Source: an optimization exercise on an open RTL-to-GDS flow (aim: small area). Production flows keep margins and buffers that such runs may drop. Only simulation tests tie the RTL to the original design; equivalence was not proved. Power figures rest on the tool's default switching activity, not on a simulated workload.

## flow/run.sh

```bash
#!/bin/bash
# synth_recipe.tcl (not shown) runs the flow's synth.tcl, then flattens the netlist and writes it again
# the make line also repeats each setting of config.mk as NAME=value (left out here)
make -C /OpenROAD-flow-scripts/flow DESIGN_CONFIG=/design/flow/config.mk WORK_HOME=/design/flow/orfs CLKGATE_MAP_FILE= SYNTH_SCRIPT=/design/flow/synth_recipe.tcl finish
```

## flow/config.mk

```make
export PLATFORM = sky130hd
export DESIGN_NAME = axi_gpio_expanded
export DESIGN_NICKNAME = axi_gpio_expanded
export VERILOG_FILES = /design/flow/design.v
export SDC_FILE = /design/flow/constraint.sdc
export NUM_CORES = 4
export LEC_CHECK = 0
export CAP_MARGIN = 20
export CORE_MARGIN = 2
export CORE_UTILIZATION = 40
export SLEW_MARGIN = 20
```

## flow/constraint.sdc

```tcl
create_clock -name core_clock -period 5.0 [get_ports {ACLK}]
set_input_delay 1.0000 -clock core_clock [delete_from_list [all_inputs] [get_ports {ACLK}]]
set_output_delay 1.0000 -clock core_clock [all_outputs]
set_load 0.01 [all_outputs]
```

## flow/design.v

```verilog
module axi_gpio
#(
    parameter C_ALL_INPUTS        = 0,             
    parameter C_ALL_OUTPUTS       = 0,             
    parameter C_GPIO_WIDTH        = 32,            
    parameter C_DOUT_DEFAULT      = 32'h00000000,  
    parameter C_TRI_DEFAULT       = 32'hFFFFFFFF,  
    parameter C_IS_DUAL           = 0,             
    parameter C_ALL_INPUTS_2      = 0,             
    parameter C_ALL_OUTPUTS_2     = 0,             
    parameter C_GPIO2_WIDTH       = 32,            
    parameter C_DOUT_DEFAULT_2    = 32'h00000000,  
    parameter C_TRI_DEFAULT_2     = 32'hFFFFFFFF,  
    parameter C_INTERRUPT_PRESENT = 0              
)
(
    input  logic        ACLK,                     
    input  logic        ARESETn,                  
    input  logic  [8:0] s_axi_AWADDR,             
    input  logic        s_axi_AWVALID,            
    output logic        s_axi_AWREADY,            
    input  logic [31:0] s_axi_WDATA,              
    input  logic  [3:0] s_axi_WSTRB,              
    input  logic        s_axi_WVALID,             
    output logic        s_axi_WREADY,             
    output logic  [1:0] s_axi_BRESP,              
    output logic        s_axi_BVALID,             
    input  logic        s_axi_BREADY,             
    input  logic  [8:0] s_axi_ARADDR,             
    input  logic        s_axi_ARVALID,            
    output logic        s_axi_ARREADY,            
    output logic [31:0] s_axi_RDATA,              
    output logic  [1:0] s_axi_RRESP,              
    output logic        s_axi_RVALID,             
    input  logic        s_axi_RREADY,             
    output logic ip2intc_irpt,                    
    input  logic  [C_GPIO_WIDTH-1:0] gpio_io_i,   
    output logic  [C_GPIO_WIDTH-1:0] gpio_io_o,   
    output logic  [C_GPIO_WIDTH-1:0] gpio_io_t,   
    input  logic [C_GPIO2_WIDTH-1:0] gpio2_io_i,  
    output logic [C_GPIO2_WIDTH-1:0] gpio2_io_o,  
    output logic [C_GPIO2_WIDTH-1:0] gpio2_io_t   
);
localparam REG_GPIO_IO       = 9'h000;  
localparam REG_GPIO_IO_T     = 9'h004;  
localparam REG_GPIO2_IO      = 9'h008;  
localparam REG_GPIO2_IO_T    = 9'h00C;  
localparam REG_GLOBAL_INT_EN = 9'h11C;  
localparam REG_IP_INT_EN     = 9'h120;  
localparam REG_IP_INT_STATUS = 9'h128;  
localparam GPIO_IO_HIGH_0  = (C_GPIO_WIDTH >  8) ?  7 : C_GPIO_WIDTH-1;
localparam GPIO_IO_HIGH_1  = (C_GPIO_WIDTH > 16) ? 15 : C_GPIO_WIDTH-1;
localparam GPIO_IO_HIGH_2  = (C_GPIO_WIDTH > 24) ? 23 : C_GPIO_WIDTH-1;
localparam GPIO_IO_HIGH_3  = (C_GPIO_WIDTH > 32) ? 31 : C_GPIO_WIDTH-1;
localparam GPIO2_IO_HIGH_0 = (C_GPIO2_WIDTH >  8) ?  7 : C_GPIO2_WIDTH-1;
localparam GPIO2_IO_HIGH_1 = (C_GPIO2_WIDTH > 16) ? 15 : C_GPIO2_WIDTH-1;
localparam GPIO2_IO_HIGH_2 = (C_GPIO2_WIDTH > 24) ? 23 : C_GPIO2_WIDTH-1;
localparam GPIO2_IO_HIGH_3 = (C_GPIO2_WIDTH > 32) ? 31 : C_GPIO2_WIDTH-1;
logic [8:0] awaddr;
logic [8:0] araddr;
logic [C_GPIO_WIDTH-1:0]  gpio_io_i_reg;
logic [C_GPIO2_WIDTH-1:0] gpio2_io_i_reg;
logic [C_GPIO_WIDTH-1:0]  gpio_io_i_reg2;
logic [C_GPIO2_WIDTH-1:0] gpio2_io_i_reg2;
logic global_int_en;
logic [1:0] ip_int_en;
logic [1:0] ip_int_status;
logic clk;
logic rst;  
logic write_strobe;
logic read_strobe;
logic wr_reg_gpio_io;
logic wr_reg_gpio_io_t;
logic wr_reg_gpio2_io;
logic wr_reg_gpio2_io_t;
logic wr_reg_global_int_en;
logic wr_reg_ip_int_en;
logic wr_reg_ip_int_status;
assign clk = ACLK;
always_ff @(posedge clk) begin
    rst <= ~ARESETn;
end
assign write_strobe = s_axi_AWVALID && s_axi_WVALID && !s_axi_BVALID;
assign awaddr = {s_axi_AWADDR[8:2], 2'b00};
assign wr_reg_gpio_io       = (awaddr == REG_GPIO_IO      );
assign wr_reg_gpio_io_t     = (awaddr == REG_GPIO_IO_T    );
assign wr_reg_gpio2_io      = (awaddr == REG_GPIO2_IO     );
assign wr_reg_gpio2_io_t    = (awaddr == REG_GPIO2_IO_T   );
assign wr_reg_global_int_en = (awaddr == REG_GLOBAL_INT_EN);
assign wr_reg_ip_int_en     = (awaddr == REG_IP_INT_EN    );
assign wr_reg_ip_int_status = (awaddr == REG_IP_INT_STATUS);
assign s_axi_BRESP = 2'b00;  
generate
if (!C_ALL_INPUTS) begin
    if (C_GPIO_WIDTH > 0) begin
        always_ff @(posedge clk) begin
            if (rst)
                gpio_io_o[GPIO_IO_HIGH_0:0] <= C_DOUT_DEFAULT[GPIO_IO_HIGH_0:0];
            else if (write_strobe && wr_reg_gpio_io && s_axi_WSTRB[0])
                gpio_io_o[GPIO_IO_HIGH_0:0] <= s_axi_WDATA[GPIO_IO_HIGH_0:0];
        end
    end
    if (C_GPIO_WIDTH > 8) begin
        always_ff @(posedge clk) begin
            if (rst)
                gpio_io_o[GPIO_IO_HIGH_1:8] <= C_DOUT_DEFAULT[GPIO_IO_HIGH_1:8];
            else if (write_strobe && wr_reg_gpio_io && s_axi_WSTRB[1])
                gpio_io_o[GPIO_IO_HIGH_1:8] <= s_axi_WDATA[GPIO_IO_HIGH_1:8];
        end
    end
    if (C_GPIO_WIDTH > 16) begin
        always_ff @(posedge clk) begin
            if (rst)
                gpio_io_o[GPIO_IO_HIGH_2:16] <= C_DOUT_DEFAULT[GPIO_IO_HIGH_2:16];
            else if (write_strobe && wr_reg_gpio_io && s_axi_WSTRB[2])
                gpio_io_o[GPIO_IO_HIGH_2:16] <= s_axi_WDATA[GPIO_IO_HIGH_2:16];
        end
    end
    if (C_GPIO_WIDTH > 24) begin
        always_ff @(posedge clk) begin
            if (rst)
                gpio_io_o[GPIO_IO_HIGH_3:24] <= C_DOUT_DEFAULT[GPIO_IO_HIGH_3:24];
            else if (write_strobe && wr_reg_gpio_io && s_axi_WSTRB[3])
                gpio_io_o[GPIO_IO_HIGH_3:24] <= s_axi_WDATA[GPIO_IO_HIGH_3:24];
        end
    end
end
else begin
    assign gpio_io_o = C_DOUT_DEFAULT;
end
if (!C_ALL_INPUTS && !C_ALL_OUTPUTS) begin
    if (C_GPIO_WIDTH > 0) begin
        always_ff @(posedge clk) begin
            if (rst)
                gpio_io_t[GPIO_IO_HIGH_0:0] <= C_DOUT_DEFAULT[GPIO_IO_HIGH_0:0];
            else if (write_strobe && wr_reg_gpio_io_t && s_axi_WSTRB[0])
                gpio_io_t[GPIO_IO_HIGH_0:0] <= s_axi_WDATA[GPIO_IO_HIGH_0:0];
        end
    end
    if (C_GPIO_WIDTH > 8) begin
        always_ff @(posedge clk) begin
            if (rst)
                gpio_io_t[GPIO_IO_HIGH_1:8] <= C_DOUT_DEFAULT[GPIO_IO_HIGH_1:8];
            else if (write_strobe && wr_reg_gpio_io_t && s_axi_WSTRB[1])
                gpio_io_t[GPIO_IO_HIGH_1:8] <= s_axi_WDATA[GPIO_IO_HIGH_1:8];
        end
    end
    if (C_GPIO_WIDTH > 16) begin
        always_ff @(posedge clk) begin
            if (rst)
                gpio_io_t[GPIO_IO_HIGH_2:16] <= C_DOUT_DEFAULT[GPIO_IO_HIGH_2:16];
            else if (write_strobe && wr_reg_gpio_io_t && s_axi_WSTRB[2])
                gpio_io_t[GPIO_IO_HIGH_2:16] <= s_axi_WDATA[GPIO_IO_HIGH_2:16];
        end
    end
    if (C_GPIO_WIDTH > 24) begin
        always_ff @(posedge clk) begin
            if (rst)
                gpio_io_t[GPIO_IO_HIGH_3:24] <= C_DOUT_DEFAULT[GPIO_IO_HIGH_3:24];
            else if (write_strobe && wr_reg_gpio_io_t && s_axi_WSTRB[3])
                gpio_io_t[GPIO_IO_HIGH_3:24] <= s_axi_WDATA[GPIO_IO_HIGH_3:24];
        end
    end
end
else begin
    assign gpio_io_t = C_TRI_DEFAULT;
end
if (C_IS_DUAL && !C_ALL_INPUTS_2) begin
    if (C_GPIO2_WIDTH > 0) begin
        always_ff @(posedge clk) begin
            if (rst)
                gpio2_io_o[GPIO2_IO_HIGH_0:0] <= C_DOUT_DEFAULT[GPIO2_IO_HIGH_0:0];
            else if (write_strobe && wr_reg_gpio2_io && s_axi_WSTRB[0])
                gpio2_io_o[GPIO2_IO_HIGH_0:0] <= s_axi_WDATA[GPIO2_IO_HIGH_0:0];
        end
    end
    if (C_GPIO2_WIDTH > 8) begin
        always_ff @(posedge clk) begin
            if (rst)
                gpio2_io_o[GPIO2_IO_HIGH_1:8] <= C_DOUT_DEFAULT[GPIO2_IO_HIGH_1:8];
            else if (write_strobe && wr_reg_gpio2_io && s_axi_WSTRB[1])
                gpio2_io_o[GPIO2_IO_HIGH_1:8] <= s_axi_WDATA[GPIO2_IO_HIGH_1:8];
        end
    end
    if (C_GPIO2_WIDTH > 16) begin
        always_ff @(posedge clk) begin
            if (rst)
                gpio2_io_o[GPIO2_IO_HIGH_2:16] <= C_DOUT_DEFAULT[GPIO2_IO_HIGH_2:16];
            else if (write_strobe && wr_reg_gpio2_io && s_axi_WSTRB[2])
                gpio2_io_o[GPIO2_IO_HIGH_2:16] <= s_axi_WDATA[GPIO2_IO_HIGH_2:16];
        end
    end
    if (C_GPIO2_WIDTH > 24) begin
        always_ff @(posedge clk) begin
            if (rst)
                gpio2_io_o[GPIO2_IO_HIGH_3:24] <= C_DOUT_DEFAULT[GPIO2_IO_HIGH_3:24];
            else if (write_strobe && wr_reg_gpio2_io && s_axi_WSTRB[3])
                gpio2_io_o[GPIO2_IO_HIGH_3:24] <= s_axi_WDATA[GPIO2_IO_HIGH_3:24];
        end
    end
end
else begin
    assign gpio2_io_o = C_DOUT_DEFAULT_2;
end
if (C_IS_DUAL && !C_ALL_INPUTS_2 && !C_ALL_OUTPUTS_2) begin
    if (C_GPIO2_WIDTH > 0) begin
        always_ff @(posedge clk) begin
            if (rst)
                gpio2_io_t[GPIO2_IO_HIGH_0:0] <= C_DOUT_DEFAULT[GPIO2_IO_HIGH_0:0];
            else if (write_strobe && wr_reg_gpio2_io_t && s_axi_WSTRB[0])
                gpio2_io_t[GPIO2_IO_HIGH_0:0] <= s_axi_WDATA[GPIO2_IO_HIGH_0:0];
        end
    end
    if (C_GPIO2_WIDTH > 8) begin
        always_ff @(posedge clk) begin
            if (rst)
                gpio2_io_t[GPIO2_IO_HIGH_1:8] <= C_DOUT_DEFAULT[GPIO2_IO_HIGH_1:8];
            else if (write_strobe && wr_reg_gpio2_io_t && s_axi_WSTRB[1])
                gpio2_io_t[GPIO2_IO_HIGH_1:8] <= s_axi_WDATA[GPIO2_IO_HIGH_1:8];
        end
    end
    if (C_GPIO2_WIDTH > 16) begin
        always_ff @(posedge clk) begin
            if (rst)
                gpio2_io_t[GPIO2_IO_HIGH_2:16] <= C_DOUT_DEFAULT[GPIO2_IO_HIGH_2:16];
            else if (write_strobe && wr_reg_gpio2_io_t && s_axi_WSTRB[2])
                gpio2_io_t[GPIO2_IO_HIGH_2:16] <= s_axi_WDATA[GPIO2_IO_HIGH_2:16];
        end
    end
    if (C_GPIO2_WIDTH > 24) begin
        always_ff @(posedge clk) begin
            if (rst)
                gpio2_io_t[GPIO2_IO_HIGH_3:24] <= C_DOUT_DEFAULT[GPIO2_IO_HIGH_3:24];
            else if (write_strobe && wr_reg_gpio2_io_t && s_axi_WSTRB[3])
                gpio2_io_t[GPIO2_IO_HIGH_3:24] <= s_axi_WDATA[GPIO2_IO_HIGH_3:24];
        end
    end
end
else begin
    assign gpio2_io_t = C_TRI_DEFAULT;
end
if (C_INTERRUPT_PRESENT) begin
    always_ff @(posedge clk) begin
        if (rst) begin
            global_int_en <= 1'b0;
            ip_int_en <= 2'b00;
        end
        else if (write_strobe) begin
            if (wr_reg_global_int_en && s_axi_WSTRB[3]) global_int_en <= s_axi_WDATA[31];
            if (wr_reg_ip_int_en && s_axi_WSTRB[0]) ip_int_en <= s_axi_WDATA[1:0];
        end
    end
end
else begin
    assign global_int_en = 1'b0;
    assign ip_int_en = 2'b00;
end
endgenerate
always_ff @(posedge clk) begin
    if (rst) begin
        s_axi_AWREADY <= 1'b0;
        s_axi_WREADY  <= 1'b0;
        s_axi_BVALID  <= 1'b0;
    end
    else begin
        s_axi_AWREADY <= write_strobe;
        s_axi_WREADY  <= write_strobe;
        if (write_strobe) begin
            s_axi_BVALID  <= 1'b1;
        end
        else if (s_axi_BVALID) begin
            s_axi_BVALID  <= ~s_axi_BREADY;
        end
    end
end
generate
if (!C_ALL_OUTPUTS) begin
    always_ff @(posedge clk) begin
        gpio_io_i_reg  <= gpio_io_i;
    end
end
else begin
    assign gpio_io_i_reg = '0;
end
if (C_IS_DUAL && !C_ALL_OUTPUTS_2) begin
    always_ff @(posedge clk) begin
        gpio2_io_i_reg <= gpio2_io_i;
    end
end
else begin
    assign gpio2_io_i_reg = '0;
end
endgenerate
generate
if (C_INTERRUPT_PRESENT) begin
    always_ff @(posedge clk) begin
        if (rst) begin
            gpio_io_i_reg2  <= '0;
            gpio2_io_i_reg2 <= '0;
            ip_int_status   <= '0;
            ip2intc_irpt    <= 1'b0;
        end
        else begin
            gpio_io_i_reg2  <= gpio_io_i_reg;
            if (gpio_io_i_reg != gpio_io_i_reg2) begin
                ip_int_status[0] <= 1'b1;
            end
            else if (write_strobe && wr_reg_ip_int_status && s_axi_WSTRB[0]) begin
                ip_int_status[0] <= s_axi_WDATA[0] ^ ip_int_status[0];
            end
            gpio2_io_i_reg2 <= gpio2_io_i_reg;
            if (gpio2_io_i_reg != gpio2_io_i_reg2) begin
                ip_int_status[1] <= 1'b1;
            end
            else if (write_strobe && wr_reg_ip_int_status && s_axi_WSTRB[0]) begin
                ip_int_status[1] <= s_axi_WDATA[1] ^ ip_int_status[1];
            end
            ip2intc_irpt <= |ip_int_status[1:0];
        end
    end
end
else begin
    assign ip2intc_irpt = 1'b0;
    assign ip_int_status = 2'b00;
    assign gpio_io_i_reg2 = '0;
    assign gpio2_io_i_reg2 = '0;
end
endgenerate
assign read_strobe = s_axi_ARVALID && !s_axi_RVALID;
assign s_axi_RRESP = 2'b00;  
assign araddr = {s_axi_ARADDR[8:2],2'b00};
always_ff @(posedge clk) begin
    if (rst) begin
        s_axi_ARREADY <= '0;
        s_axi_RDATA   <= '0;
        s_axi_RVALID  <= '0;
    end
    else begin
        s_axi_ARREADY <= read_strobe;
        if (read_strobe) begin
            s_axi_RDATA <= 32'd0;  
            unique case (araddr)
                REG_GPIO_IO       : s_axi_RDATA <= gpio_io_i_reg;           
                REG_GPIO_IO_T     : s_axi_RDATA <= gpio_io_t;               
                REG_GPIO2_IO      : s_axi_RDATA <= gpio2_io_i_reg;          
                REG_GPIO2_IO_T    : s_axi_RDATA <= gpio2_io_t;              
                REG_GLOBAL_INT_EN : s_axi_RDATA <= {global_int_en, 30'd0};  
                REG_IP_INT_EN     : s_axi_RDATA <= {30'd0, ip_int_en};      
                REG_IP_INT_STATUS : s_axi_RDATA <= {30'd0, ip_int_status};  
                default : s_axi_RDATA <= 32'd0;          
            endcase
        end
        if (read_strobe) begin
            s_axi_RVALID <= 1'b1;
        end
        else if (s_axi_RVALID) begin
            s_axi_RVALID <= ~s_axi_RREADY;
        end
    end
end
endmodule
module axi_gpio_expanded
#(
    parameter C_ALL_INPUTS        = 0,             
    parameter C_ALL_OUTPUTS       = 0,             
    parameter C_GPIO_WIDTH        = 32,            
    parameter C_DOUT_DEFAULT      = 32'h00000000,  
    parameter C_TRI_DEFAULT       = 32'hFFFFFFFF,  
    parameter C_IS_DUAL           = 1,             
    parameter C_ALL_INPUTS_2      = 0,             
    parameter C_ALL_OUTPUTS_2     = 0,             
    parameter C_GPIO2_WIDTH       = 32,            
    parameter C_DOUT_DEFAULT_2    = 32'h00000000,  
    parameter C_TRI_DEFAULT_2     = 32'hFFFFFFFF,  
    parameter C_INTERRUPT_PRESENT = 1              
)
(
    input logic ACLK,     
    input logic ARESETn,  
    input  logic              [8:2] AWADDR,    
    input  logic              [2:0] AWPROT,    
    input  logic                    AWVALID,   
    output logic                    AWREADY,   
    input  logic             [31:0] WDATA,   
    input  logic              [3:0] WSTRB,   
    input  logic                    WVALID,  
    output logic                    WREADY,  
    output logic              [1:0] BRESP,   
    output logic                    BVALID,  
    input  logic                    BREADY,  
    input  logic              [8:2] ARADDR,    
    input  logic              [2:0] ARPROT,    
    input  logic                    ARVALID,   
    output logic                    ARREADY,   
    output logic             [31:0] RDATA,   
    output logic              [1:0] RRESP,   
    output logic                    RVALID,  
    input  logic                    RREADY,  
    output logic ip2intc_irpt,                    
    input  logic  [C_GPIO_WIDTH-1:0] gpio_io_i,   
    output logic  [C_GPIO_WIDTH-1:0] gpio_io_o,   
    output logic  [C_GPIO_WIDTH-1:0] gpio_io_t,   
    input  logic [C_GPIO2_WIDTH-1:0] gpio2_io_i,  
    output logic [C_GPIO2_WIDTH-1:0] gpio2_io_o,  
    output logic [C_GPIO2_WIDTH-1:0] gpio2_io_t   
);
   axi_gpio #(.C_ALL_INPUTS(C_ALL_INPUTS),
              .C_ALL_OUTPUTS(C_ALL_OUTPUTS),
              .C_GPIO_WIDTH(C_GPIO_WIDTH),
              .C_DOUT_DEFAULT(C_DOUT_DEFAULT),
              .C_TRI_DEFAULT(C_TRI_DEFAULT),
              .C_IS_DUAL(C_IS_DUAL),
              .C_ALL_INPUTS_2(C_ALL_INPUTS_2),
              .C_ALL_OUTPUTS_2(C_ALL_OUTPUTS_2),
              .C_GPIO2_WIDTH(C_GPIO2_WIDTH),
              .C_DOUT_DEFAULT_2(C_DOUT_DEFAULT_2),
              .C_TRI_DEFAULT_2(C_TRI_DEFAULT_2),
              .C_INTERRUPT_PRESENT(C_INTERRUPT_PRESENT))
     gpio(.ACLK(ACLK), .ARESETn(ARESETn),
          .s_axi_AWADDR({AWADDR, 2'b00}), .s_axi_AWVALID(AWVALID), .s_axi_AWREADY(AWREADY),
          .s_axi_WDATA(WDATA), .s_axi_WSTRB(WSTRB), .s_axi_WVALID(WVALID), .s_axi_WREADY(WREADY),
          .s_axi_BRESP(BRESP), .s_axi_BVALID(BVALID), .s_axi_BREADY(BREADY),
          .s_axi_ARADDR({ARADDR, 2'b00}), .s_axi_ARVALID(ARVALID), .s_axi_ARREADY(ARREADY),
          .s_axi_RDATA(RDATA), .s_axi_RRESP(RRESP), .s_axi_RVALID(RVALID), .s_axi_RREADY(RREADY),
          .ip2intc_irpt(ip2intc_irpt),
          .gpio_io_i(gpio_io_i), .gpio_io_o(gpio_io_o), .gpio_io_t(gpio_io_t),
          .gpio2_io_i(gpio2_io_i), .gpio2_io_o(gpio2_io_o), .gpio2_io_t(gpio2_io_t));
endmodule
```

==> summary.txt <==
## area by class of cell
type                       count  area, sq um  share of cell area [%]
clock inverter                 9          124                   0.841
clock buffer                  48          920                    6.25
inverter                      10         37.5                   0.255
sequential                   299         5990                    40.7
tap                          335          419                    2.85
antenna                        4         10.0                  0.0680
multi-input combinational    702         4330                    29.4
timing repair buffer         291         2890                    19.7
## worst min-delay path by stage
stage,start,end,slack (ns),cells after the start
after detailed placement,gpio.gpio_io_o[20]$_SDFFE_PP0P_,gpio.gpio_io_o[20]$_SDFFE_PP0P_,0.44,2
after global placement,gpio.gpio_io_o[9]$_SDFFE_PP0P_,gpio.gpio_io_o[9]$_SDFFE_PP0P_,0.44,2
after global routing,gpio.gpio_io_o[11]$_SDFFE_PP0P_,gpio.gpio_io_o[11]$_SDFFE_PP0P_,0.47,2
after floorplan,gpio.global_int_en$_SDFFE_PP0P_,gpio.global_int_en$_SDFFE_PP0P_,0.45,2
final,gpio.gpio2_io_o[19]$_SDFFE_PP0P_,gpio.gpio2_io_o[19]$_SDFFE_PP0P_,0.45,2
after CTS,gpio.gpio_io_o[6]$_SDFFE_PP0P_,gpio.gpio_io_o[6]$_SDFFE_PP0P_,0.45,2
## logic make-up after synthesis
| logic type | Yosys count |
|---|---|
| flops | 299 |
| xor+xnor | 66 |
| other cells | 1 |
| compound gates | 174 |
| mux | 36 |
| simple gates | 422 |
| buf+inv | 72 |
## metrics by stage
stage / utilization, % / power, mW
CTS: 56.4 / 5.21
global route: 56.5 / 5.33
detailed placement: 52.4 / 2.86
global placement: 52.4 / 2.86
finish: 56.5 / 5.15
floorplan: - / 2.68
## where the power goes
part	internal [mW]	total [mW]	switching [mW]
combinational	0.176	0.302	0.126
sequential	2.44	2.50	0.0608
clock	1.41	2.35	0.936
total	4.03	5.15	1.12
## routing by layer
metal  part of all wire [%]  vias up  routed length (um)
met5                      0        -                   0
met4                    2.5        0                 846
met3                    6.5       51                2160
met2                     46      295               15200
met1                     45     3919               15000
li1                       -     4115                   -
## placed cells by master (no fill, tap or decap), types with 2 or more instances in the layout
| cell | n |
|---|---|
| sky130_fd_sc_hd__nand2b_1 | 2 |
| sky130_fd_sc_hd__clkbuf_16 | 31 |
| sky130_fd_sc_hd__buf_4 | 4 |
| sky130_fd_sc_hd__nand4_1 | 16 |
| sky130_fd_sc_hd__dfxtp_1 | 298 |
| sky130_fd_sc_hd__buf_2 | 2 |
| sky130_fd_sc_hd__nor4_1 | 5 |
| sky130_fd_sc_hd__nand3_1 | 7 |
| sky130_fd_sc_hd__a22o_1 | 22 |
| sky130_fd_sc_hd__inv_1 | 10 |
| sky130_fd_sc_hd__clkdlybuf4s50_1 | 284 |
| sky130_fd_sc_hd__nand2_1 | 270 |
| sky130_fd_sc_hd__xnor2_1 | 66 |
| sky130_fd_sc_hd__a31oi_1 | 2 |
| sky130_fd_sc_hd__mux4_2 | 31 |
| sky130_fd_sc_hd__clkinv_2 | 5 |
| sky130_fd_sc_hd__clkbuf_1 | 9 |
| sky130_fd_sc_hd__nor4b_1 | 2 |
| sky130_fd_sc_hd__and3_1 | 17 |
| sky130_fd_sc_hd__nor3_1 | 2 |
| sky130_fd_sc_hd__bufinv_16 | 3 |
| sky130_fd_sc_hd__nand4b_1 | 2 |
| sky130_fd_sc_hd__or3_1 | 2 |
| sky130_fd_sc_hd__nand3_2 | 10 |
| sky130_fd_sc_hd__clkbuf_8 | 8 |
| sky130_fd_sc_hd__a21oi_1 | 134 |
| sky130_fd_sc_hd__diode_2 | 4 |
| sky130_fd_sc_hd__o21ai_0 | 12 |
| sky130_fd_sc_hd__nor2b_1 | 66 |
| sky130_fd_sc_hd__mux2i_1 | 5 |
| sky130_fd_sc_hd__nor2_1 | 12 |
| sky130_fd_sc_hd__conb_1 | 4 |
## worst register-to-register path: cells and delay by family (launching register included)
kind | cells | cell delay (ns)
buffers and inverters | 2 | 1.03
flip-flops | 1 | 1.01
AO/OA/AOI/OAI | 2 | 0.36
==> flow_summary_export.csv <==
group,metric,value,unit
sta,tightest_slew,1.11,ns
sta,slew_viol_final,0,
clocking,postCtsResizedCells,0,
synthesis,synth_largest_area_cell,"sky130_fd_sc_hd__dfxtp_1",
sta,unrepaired_setup_endpoints_after_global_routing,"false",
grt,grt_use_met3,4.80,%
cells_and_area,area_growth,38.8,%
synthesis,synth.top_cells.by_count,"sky130_fd_sc_hd__dfxtp_1 (299), sky130_fd_sc_hd__nand2_1 (270), sky130_fd_sc_hd__a21oi_1 (135)",
synthesis,synth_compound_gate_area_share,9.12,%
clocking,cts_tree,"built",
clocking,clock-root-buffer,"sky130_fd_sc_hd__clkbuf_16",
clocking,tritoncts_num_sinks,299,
grt,initial_antenna_violation_count,4,
routing,postRouteWirelength,33.3,mm
routing,drt-initial-drc-count,577,
synthesis,synth-edff-count,0,
placement,dp_worst_setup_slack,1.48,ns
clocking,clkTransAtPathRegs,0.06,ns
placement,hpwl,24.2,mm
synthesis,synthesis.yosys.warnings,1,
synthesis,yosys.cell_types.count,37,
clocking,number_of_buffers_inserted_by_post_cts_setup_repair,0,
floorplan,i_o_pins,297,
sta,finalCritPeriodShare,59.5,%
routing,routed_via_density,4.94,
critical_path,timing.critical_path.required,5.48,ns
critical_path,r2r_cells,4,
placement,finalWeightedCongestion,0.819,
synthesis,synth.ff_latch_count,299,
grt,pin_count_of_the_biggest_net_entering_global_routing,108,
synthesis,synthesis.area_per_instance,9.91,sq um
synthesis,share_of_synthesized_registers_carrying_an_async_set_or_reset,0,%
critical_path,worst_ep_arrival_time,3.46,ns
critical_path,worst-path-stages,7,
critical_path,path_class,"input port to flop",
grt,groute.layer.met2.usage,36.4,%
sta,finalWorstPathRequiredPeriod,2.97,ns
critical_path,critPathMaxFanout,24,
clocking,clock_latency,0.56,ns
cells_and_area,stdcell_area,0.0147,sq mm
grt,grt.busiest_layer,"met2",
sta,whs,0.451,ns
floorplan,std_cell_rows,59,
critical_path,worstSetupStartpoint,"AWADDR[4]",
sta,setup_ws,2.03,ns
critical_path,rrSetupSlack,2.48,ns
flow_run,cap_violations,0,
sta,final_hold_viol_count,0,
critical_path,timing.critical_path.slowest_stage_cell,"sky130_fd_sc_hd__clkdlybuf4s50_1",
grt,grt_overflow_total,0,
cells_and_area,num-nets-final,1462,
placement,numPlacedInstances,1637,
sta,finalClockSkew,0.0212,ns
critical_path,critPathLaunchType,"input port",
synthesis,synth_mux_area_share,7.05,%
run_status,status,"complete, no violations",
synthesis,synth_cells,1070,
synthesis,yosys.area_share.adder,0,%
placement,placedInstanceArea,0.0137,sq mm
floorplan,die_height,167,um
clocking,cts_buffers,31,
cells_and_area,filler_cell_count,2366,
floorplan,fp.dieArea,0.0278,sq mm
synthesis,post-synth-top-area-fraction,56.4,%
cells_and_area,drive_gt1_share,7.73,%
critical_path,crit_path_cell_trace,"clkdlybuf4s50_1, or3_1, nor4_4, buf_4, and3_1, nand2_1, a21oi_1",
critical_path,worst_setup_path_end_kind,"flop",
synthesis,area_of_the_mapped_netlist,0.0106,sq mm
synthesis,synth-seq-area-share,56.4,%
routing,drc,0,
sta,fin_tns_setup,0,ns
floorplan,core,0.0261,sq mm
grt,met1_use_gr,32.2,%
routing,firstDrtPassIters,5,
power,irDropWorstVdd,0.000350,V
grt,grt_pass1_wl,50.0,mm
critical_path,path_delay_family,"simple AND/OR/NAND/NOR gates",
clocking,cts.hold.buffers_added,0,
critical_path,cp_slowest_stage_delay,0.50,ns
synthesis,most_numerous_cell_in_the_yosys_netlist,"sky130_fd_sc_hd__dfxtp_1",
grt,number_of_global_route_vias_before_repair,8116,
clocking,cts_max_path_buffers,3,
synthesis,synth.area.top_cells,"sky130_fd_sc_hd__dfxtp_1 (56%), sky130_fd_sc_hd__nand2_1 (9.6%), sky130_fd_sc_hd__mux4_2 (6.6%)",
synthesis,synth_top_family_by_area,"simple AND/OR/NAND/NOR gates",
synthesis,ys_dominant_reg_cell,"sky130_fd_sc_hd__dfxtp_1",
sta,achievable-frequency,0.336,GHz
synthesis,synth_xor_xnor_area_share,5.45,%
critical_path,crit_end,"gpio.gpio2_io_t[29]$_SDFFE_PP0P_",
routing,routed-via-count,8380,
worst_hold_path,timing.hold.worst.class,"flop to flop",
critical_path,crit_buf_inv,2,
critical_path,r2r_start,"gpio.rst$_DFF_P_",
power,pwr_density_cell,350,mW/mm^2
sta,relSlewSlack,26.3,%
power,cellLeakagePower,5.09,nW
floorplan,floorplan.initialDensity,40.7,%
floorplan,die_w,167,um
sta,setup_violations,0,
routing,antenna_left,0,
cells_and_area,instances_no_fill,1698,
routing,detailed_route_wire_length_per_cell,19.6,um
critical_path,worstReg2RegEnd,"gpio.s_axi_RDATA[3]$_SDFFE_PP0P_",
synthesis,synth_simple_gate_area_share,18.9,%
placement,port-buffer-count,286,
clocking,htree_num_levels,1,
grt,groute.usage.overall,23.1,%

-- afterwards: timing with drivers on the ports --
How much do the figures lean on ideal ports? The routed layout below was timed once more, with nothing changed but the port constraints. Step 1: set_driving_cell puts a clkbuf_16 on ACLK and a buf_2 on each other input, an assumption about the parent block. Step 2 also shifts input and output timing later by t, the mid clock arrival at the registers, as if the neighbouring blocks saw the same clock. Slacks: no drivers / after step 1 / after step 2; pairs: no drivers / after step 1.
t, ns: 0.601
setup slack, ns: 2.025 / 2.030 / 1.429
hold slack, ns: 0.451 / 0.451 / 0.451
slew at the worst register clock pin (ns): 0.06 / 0.06
After both steps setup and hold are still met in this run. The setup slack of this run moves by +0.005 ns with the drivers and by -0.596 ns with both steps.
